This design comes from an exercise in tuning for small area, a short achievable clock period and few clock cycles on the open sky130 flow, not from production work. In this exercise RTL edits were held to simulation tests only and were not proved equivalent to the original. Power figures rest on the tool's default switching activity, not on a simulated workload.

==> v14: inputs <==
==> flow/design.v (excerpt) <==
module  cpu_v32_5(wire_clock, wire_reset, bus_RAM_DATA_IN, bus_RAM_DATA_OUT, bus_RAM_ADDRESS,
                  wire_RW, bus_keyboard, videoflag, bus_vga_pos, bus_vga_char);
   input  wire         wire_clock;
   input  wire         wire_reset;
   input  wire [31:0]  bus_RAM_DATA_IN;
   output wire [31:0]  bus_RAM_DATA_OUT;
   output wire [31:0]  bus_RAM_ADDRESS;
   output wire         wire_RW;
   input  wire [7:0]   bus_keyboard;
   output wire         videoflag;
   output wire [15:0]  bus_vga_pos;
   output wire [15:0]  bus_vga_char;
   control_unit_v control_v_dut(wire_clock, wire_reset, bus_RAM_DATA_IN, bus_RAM_DATA_OUT,
                                bus_RAM_ADDRESS, wire_RW, bus_keyboard, videoflag, bus_vga_pos,
                                bus_vga_char);
endmodule
clock: 70.0 ns
lec_check: 0
cap_margin: 40
core_margin: 2
core_utilization: 35
place_density: 0.5
slew_margin: 30
standard.sh (not shown) runs the stock make flow with config.mk's settings and CLKGATE_MAP_FILE= SYNTH_SCRIPT=/design/flow/synth_recipe.tcl, a recipe that flattens the netlist after the stock synthesis.
==> flow/flow/run.sh <==
#!/bin/bash
# Layout: the standard flow (standard.sh, unchanged synthesis), with
# repair_timing asked to keep a setup margin so that it also shortens the
# paths that already meet the 70 ns clock; the I/O ports keep their buffers.
set -euo pipefail
cd "$(dirname "$0")/.."
bash standard.sh SETUP_SLACK_MARGIN=54.5 finish > orfs_make.log 2>&1
==> v20: changes against v14 <==
==> flow/flow/run.sh (replaced) <==
#!/bin/bash
# Layout: the standard flow (standard.sh, unchanged synthesis), with
# repair_timing asked to keep a setup margin so that it also shortens the
# paths that already meet the 70 ns clock. The I/O ports keep their
# buffers (a plain buffer cell instead of the default delay cell).
set -euo pipefail
cd "$(dirname "$0")/.."
bash standard.sh SETUP_SLACK_MARGIN=54.5 "BUFFER_PORTS_ARGS=-buffer_cell sky130_fd_sc_hd__buf_2" finish > orfs_make.log 2>&1
--- a/flow/config.mk
+++ b/flow/config.mk
@@ -7,6 +7,7 @@
 export LEC_CHECK = 0
 export CAP_MARGIN = 40
 export CORE_MARGIN = 2
-export CORE_UTILIZATION = 35
-export PLACE_DENSITY = 0.5
+export CORE_UTILIZATION = 50
+export CTS_BUF_LIST = sky130_fd_sc_hd__clkbuf_4 sky130_fd_sc_hd__clkbuf_8
+export PLACE_DENSITY = 0.6
 export SLEW_MARGIN = 30
==> v3: changes against v14 <==
==> flow/flow/run.sh (replaced) <==
#!/bin/bash
# Layout: the standard flow (standard.sh, unchanged synthesis), with
# repair_timing asked to keep a setup margin so that it also shortens the
# paths that already meet the 70 ns clock. The I/O ports keep their
# buffers (a plain buffer cell instead of the default delay cell).
set -euo pipefail
cd "$(dirname "$0")/.."
bash standard.sh SETUP_SLACK_MARGIN=54.5 "BUFFER_PORTS_ARGS=-buffer_cell sky130_fd_sc_hd__buf_2" finish > orfs_make.log 2>&1
--- a/flow/config.mk
+++ b/flow/config.mk
@@ -8,5 +8,6 @@
 export CAP_MARGIN = 40
 export CORE_MARGIN = 2
 export CORE_UTILIZATION = 35
+export CTS_BUF_LIST = sky130_fd_sc_hd__clkbuf_4 sky130_fd_sc_hd__clkbuf_8
 export PLACE_DENSITY = 0.5
 export SLEW_MARGIN = 30
==> v21: changes against v14 <==
==> flow/flow/run.sh (replaced) <==
#!/bin/bash
# Layout: the standard flow (standard.sh, unchanged synthesis), with
# repair_timing asked to keep a setup margin so that it also shortens the
# paths that already meet the 70 ns clock. The I/O ports keep their
# buffers (a plain buffer cell instead of the default delay cell).
set -euo pipefail
cd "$(dirname "$0")/.."
bash standard.sh SETUP_SLACK_MARGIN=55 "BUFFER_PORTS_ARGS=-buffer_cell sky130_fd_sc_hd__buf_2" finish > orfs_make.log 2>&1
--- a/flow/config.mk
+++ b/flow/config.mk
@@ -8,5 +8,6 @@
 export CAP_MARGIN = 40
 export CORE_MARGIN = 2
 export CORE_UTILIZATION = 35
+export CTS_BUF_LIST = sky130_fd_sc_hd__clkbuf_4 sky130_fd_sc_hd__clkbuf_8
 export PLACE_DENSITY = 0.5
 export SLEW_MARGIN = 30
==> run summary <==
The highest hold slack belongs to v20, the lowest to v14.
Via count, lowest first: v14, v21, v3, v20.
Of v14 and v3, v3 has the higher sequential share of layout area (gap 0.93 points).
In flip-flop and latch count, v14 and v20 do not differ.
Power, lowest first: v3, v21, v20, v14.
In area after synthesis, v21 and v14 do not differ.
Final area: v20 < v3 < v21 < v14.
Between v14 and v21, the lower non-clock buffer count is in v21 (gap 54).
Testbench counts of v14, summed over its fixed seeds: cycles 69,172.
Testbench counts of v20, summed over its fixed seeds: cycles 69,172.
Testbench counts of v3, summed over its fixed seeds: cycles 69,172.
Testbench counts of v21, summed over its fixed seeds: cycles 69,172.

========
==> inputs of exp/zinc <==
cpu_v32_5, a different RTL version from the one above (not shown whole).
make LEC_CHECK=0 ABC_CLOCK_PERIOD_IN_PS=14000 CAP_MARGIN=20 CORE_MARGIN=2 CORE_UTILIZATION=50 PLACE_DENSITY=0.6 SLEW_MARGIN=20 finish   # period 70.0 ns
run.sh (not shown) runs the stock make flow with config.mk's settings and CLKGATE_MAP_FILE= SYNTH_SCRIPT=/design/flow/synth_recipe.tcl, a recipe that flattens the netlist after the stock synthesis.
Stock flow here: none of the scripts above is used.
==> inputs of exp/onyx, as changes to exp/zinc <==
--- a/flow/design.v
+++ b/flow/design.v
@@ -66,24 +66,20 @@
       begin
          blen = 6'd0;
          for (j = 0; j < 32; j = j + 1)
             if (v[j]) blen = j + 1;
       end
    endfunction
-   reg [31:0] y_pre;    
-   integer jj;
-   always @(*) begin
-      y_pre[31] = Y[31];
-      for (jj = 30; jj >= 0; jj = jj - 1)
-         y_pre[jj] = y_pre[jj+1] | Y[jj];
-   end
-   wire        x_longer = |(X & ~y_pre);           
-   wire [5:0]  i0    = blen(X) - blen(Y);
+   wire [5:0]  bl_x  = blen(X);
+   wire [5:0]  bl_y  = blen(Y);
+   wire        q_any = (bl_x >= bl_y);           
+   wire [5:0]  i0    = bl_x - bl_y;
+   wire [4:0]  di    = div_active ? cnt : i0[4:0];
    wire        use_d = is_div;
    wire [31:0] l_in  = use_d ? Y : X;
-   wire [4:0]  l_amt = use_d ? cnt : {1'b0, n};
+   wire [4:0]  l_amt = use_d ? di : {1'b0, n};
    wire [31:0] lsh   = l_in << l_amt;
    reg [31:0] sh_res;
    always @(*) begin
       case (mode[2:1])
         2'b00: sh_res = lsh;
         2'b01: sh_res = rsh;
@@ -91,23 +87,24 @@
         default: sh_res = {16'h0, lsh[15:0] | rsh[15:0]};
       endcase
    end
    wire        dz    = ~y_nz;
    wire [31:0] r_cur = div_active ? W : X;
    wire [31:0] q_cur = div_active ? m2 : 32'h0;
-   wire [31:0] d_cur = div_active ? lsh : Y;
-   wire [32:0] dsub  = {1'b0, r_cur} - {1'b0, d_cur};
+   wire [32:0] dsub  = {1'b0, r_cur} - {1'b0, lsh};
    wire        q_bit = ~dsub[32];
    wire [31:0] r_nx  = q_bit ? dsub[31:0] : r_cur;
    wire [31:0] q_nx  = {q_cur[30:0], q_bit};
-   assign div_stall = is_div & (div_active ? (cnt != 5'd0) : (~dz & x_longer));
-   assign w_next    = div_active ? r_nx : X;
-   assign m2_next   = div_active ? q_nx : 32'h0;
-   assign cnt_next  = div_active ? (cnt - 5'd1) : i0[4:0];
-   wire [31:0] div_q = dz ? m2 : q_nx;
-   wire [31:0] div_r = dz ? m2 : r_nx;
+   wire        d_run = div_active | (~dz & q_any);    
+   wire        d_last = (di == 5'd0);
+   assign div_stall = is_div & d_run & ~d_last;
+   assign w_next    = r_nx;
+   assign m2_next   = q_nx;
+   assign cnt_next  = di - 5'd1;
+   wire [31:0] div_q = dz ? m2 : (d_run ? q_nx : 32'h0);
+   wire [31:0] div_r = dz ? m2 : (d_run ? r_nx : X);
    reg [31:0] pre;
    always @(*) begin
       pre    = 32'h0;
       wr_rd  = 1'b0;
       wr_m2  = 1'b0;
       fr_new = FR;
@@ -171,27 +168,19 @@
    reg [4:0]   cnt;
    reg [31:0]  Rn [0:7];
    wire [5:0]  op = IR[15:10];
    wire [2:0]  rd = IR[9:7];
    wire [2:0]  rs = IR[6:4];
    wire [2:0]  rt = IR[3:1];
-   function [5:0] port_sel(input [15:0] w);
-      reg [5:0] o;
-      reg x_rd, alu2;
-      begin
-         o = w[15:10];
-         x_rd = (o == 6'b010110) | (o == 6'b100100) | (o == 6'b010000) |
-                (o == OP_STORE) | (o == OP_PUSH) | ((o == OP_MOV) & w[1] & w[0]);
-         alu2 = (o == 6'b100000) | (o == 6'b100001) | (o == 6'b100010) |
-                (o == 6'b100011) | (o == 6'b100101) | (o == 6'b010010) |
-                (o == 6'b010011) | (o == 6'b010100);
-         port_sel[2:0] = x_rd ? w[9:7] : w[6:4];
-         port_sel[5:3] = alu2 ? w[3:1] : ((o == 6'b010110) ? w[6:4] : w[9:7]);
-      end
-   endfunction
-   reg  [2:0]  xi, yi;
+   wire x_rd = (op == 6'b010110) | (op == 6'b100100) | (op == 6'b010000) |
+               (op == OP_STORE) | (op == OP_PUSH) | ((op == OP_MOV) & IR[1] & IR[0]);
+   wire alu2 = (op == 6'b100000) | (op == 6'b100001) | (op == 6'b100010) |
+               (op == 6'b100011) | (op == 6'b100101) | (op == 6'b010010) |
+               (op == 6'b010011) | (op == 6'b010100);
+   wire [2:0]  xi = x_rd ? rd : rs;
+   wire [2:0]  yi = alu2 ? rt : ((op == 6'b010110) ? rs : rd);
    wire [31:0] X = Rn[xi];
    wire [31:0] Y = Rn[yi];
    wire [31:0] res;
    wire [15:0] fr_new;
    wire        wr_rd, wr_m2, div_stall;
    wire [31:0] w_next, m2_next;
@@ -200,14 +189,13 @@
                  .div_active(div_active), .cnt(cnt), .kb(bus_keyboard), .SP(SP),
                  .res(res), .fr_new(fr_new), .wr_rd(wr_rd), .wr_m2(wr_m2),
                  .div_stall(div_stall), .w_next(w_next), .m2_next(m2_next),
                  .cnt_next(cnt_next));
    wire ex     = (phase == PH_F) & ex_valid;
    wire stall  = ex & div_stall;
-   wire flags_late = ex & ((op == 6'b100010) | (op == 6'b100011) | (op == 6'b100101));
-   wire [15:0] fr_cur = ex ? fr_new : FR;
+   wire [15:0] fr_cur = ex ? fr_new : FR;    
    wire [15:0] din16 = bus_RAM_DATA_IN[15:0];
    function cond_f(input [3:0] c, input [15:0] f);
       case (c)
         4'b0000: cond_f = 1'b1;
         4'b0001: cond_f = f[13];
         4'b0010: cond_f = ~f[13];
@@ -267,19 +255,19 @@
                   (fop == OP_LOADI) | (fop == OP_STOREI) | (fop == OP_PUSH) |
                   (fop == OP_POP) | (fop == OP_JMP) | (fop == OP_CALL) | (fop == OP_RTS);
    reg [1:0] f_phase;
    always @(*) begin
       case (fop)
         OP_LOAD, OP_STORE, OP_LOADN: f_phase = PH_I;
-        OP_JMP:                      f_phase = (f_cond | flags_late) ? PH_I : PH_F;
+        OP_JMP:                      f_phase = f_cond ? PH_I : PH_F;
         OP_LOADI, OP_POP, OP_RTS:    f_phase = PH_D;
         OP_STOREI, OP_PUSH, OP_CALL: f_phase = PH_W;
         default:                     f_phase = PH_F;
       endcase
    end
-   wire f_skip = (fop == OP_JMP) & ~f_cond & ~flags_late;
+   wire f_skip = (fop == OP_JMP) & ~f_cond;
    always @(posedge wire_clock) begin
       if (phase == PH_I) W <= bus_RAM_DATA_IN;
       else if (stall)    W <= w_next;
       if (stall) cnt <= cnt_next;
    end
    always @(posedge wire_clock) begin
@@ -299,20 +287,19 @@
             if (op == OP_MOV && IR[1] && IR[0]) SP <= X[15:0];
          end
          div_active <= stall;
          case (phase)
            PH_F: if (!stall) begin
               IR       <= din16;
-              {yi, xi} <= port_sel(din16);
               ex_valid <= ~f_multi;
               phase    <= f_phase;
               PC       <= PC + (f_skip ? 16'h0002 : 16'h0001);
            end
            PH_I: begin
               phase <= (op == OP_LOAD) ? PH_D : (op == OP_STORE) ? PH_W : PH_F;
-              if (op == OP_CALL || (op == OP_JMP && c_cond)) PC <= din16;
+              if (op == OP_JMP || op == OP_CALL) PC <= din16;
               else                                PC <= PC + 16'h0001;
            end
            PH_D: begin
               phase <= PH_F;
               if (op == OP_POP || op == OP_RTS) SP <= sp_inc;
               if (op == OP_POP && IR[6])        FR <= din16;
==> flow/config.mk (replaced) <==
export PLATFORM = sky130hd
export DESIGN_NAME = cpu_v32_5
export DESIGN_NICKNAME = cpu_v32_5
export VERILOG_FILES = /design/flow/design.v
export SDC_FILE = /design/flow/constraint.sdc
export NUM_CORES = 4
export LEC_CHECK = 0
export CAP_MARGIN = 40
export CORE_MARGIN = 2
export CORE_UTILIZATION = 32
export PLACE_DENSITY = 0.5
export SLEW_MARGIN = 30
==> qor summary <==
quantity                                                      exp/onyx                                         exp/zinc
Run status                                              finished clean                         finished with violations
Reasons for failing layout checks                                    -  max-capacitance violations, max-slew violations
Post-layout instance count excluding filler cells                 7030                                             6423
Placed standard-cell area                                    46400 um2                                        46400 um2
Total track usage                                                0.366                                            0.518
End of the critical path                           bus_RAM_ADDRESS[15]                control_v_dut.PC[12]$_SDFFE_PP0P_
Buffers excl. clock                                                407                                              352
Total detailed-routing wirelength                               258 mm                                           238 mm
Utilization of the core after routing                            0.367                                            0.563
Max-cap check violation count                                        0                                                1
Power attributed to the clock group                           0.275 mW                                         0.260 mW
First-pass GRT wire length                                      353 mm                                           329 mm
# Taps                                                            1755                                             1144
Critical-path maximum fanout                                        65                                                4
Area of the die                                             135000 um2                                        88900 um2
Sequential share of power                                        0.137                                            0.126
CTS sink cnt                                                       393                                              404
Upper clock frequency limit                                   47.6 MHz                                         49.3 MHz
Testbench counts of exp/zinc, summed over its fixed seeds: cycles 69,166.
Testbench counts of exp/onyx, summed over its fixed seeds: cycles 68,759.

-- port drivers added, routing unchanged --
Ports are ideal in the flow. The routed layouts listed here were re-timed in OpenROAD. Step 1, drivers: a clkbuf_16 drives wire_clock and a buf_2 each remaining input, both assumed. Step 2 also shifts input and output timing later by t, the mid clock arrival at the registers, as if the neighbouring blocks saw the same clock. Slacks: ideal ports / drivers / drivers and shift; pairs: ideal ports / drivers.
run | t (ns) | setup slack, ns | latest minus earliest clock arrival (ns) | worst data-port slew with drivers (ns)
v14 | 0.761 | 54.319 / 54.357 / 53.596 | 0.059 / 0.058 | 0.08
v20 | 0.848 | 54.437 / 54.408 / 53.600 | 0.065 / 0.064 | 0.06
v3 | 0.889 | 54.399 / 54.339 / 53.539 | 0.072 / 0.071 | 0.07
v21 | 0.887 | 54.420 / 54.351 / 53.521 | 0.091 / 0.092 | 0.16
exp/zinc | 0.722 | 49.696 / 49.750 / 49.027 | 0.050 / 0.049 | 0.04
exp/onyx | 0.736 | 48.997 / 48.919 / 49.291 | 0.056 / 0.056 | 0.07
For v21, which loses most, drivers alone change the setup slack by -0.069 ns; drivers and shift together by -0.899 ns.
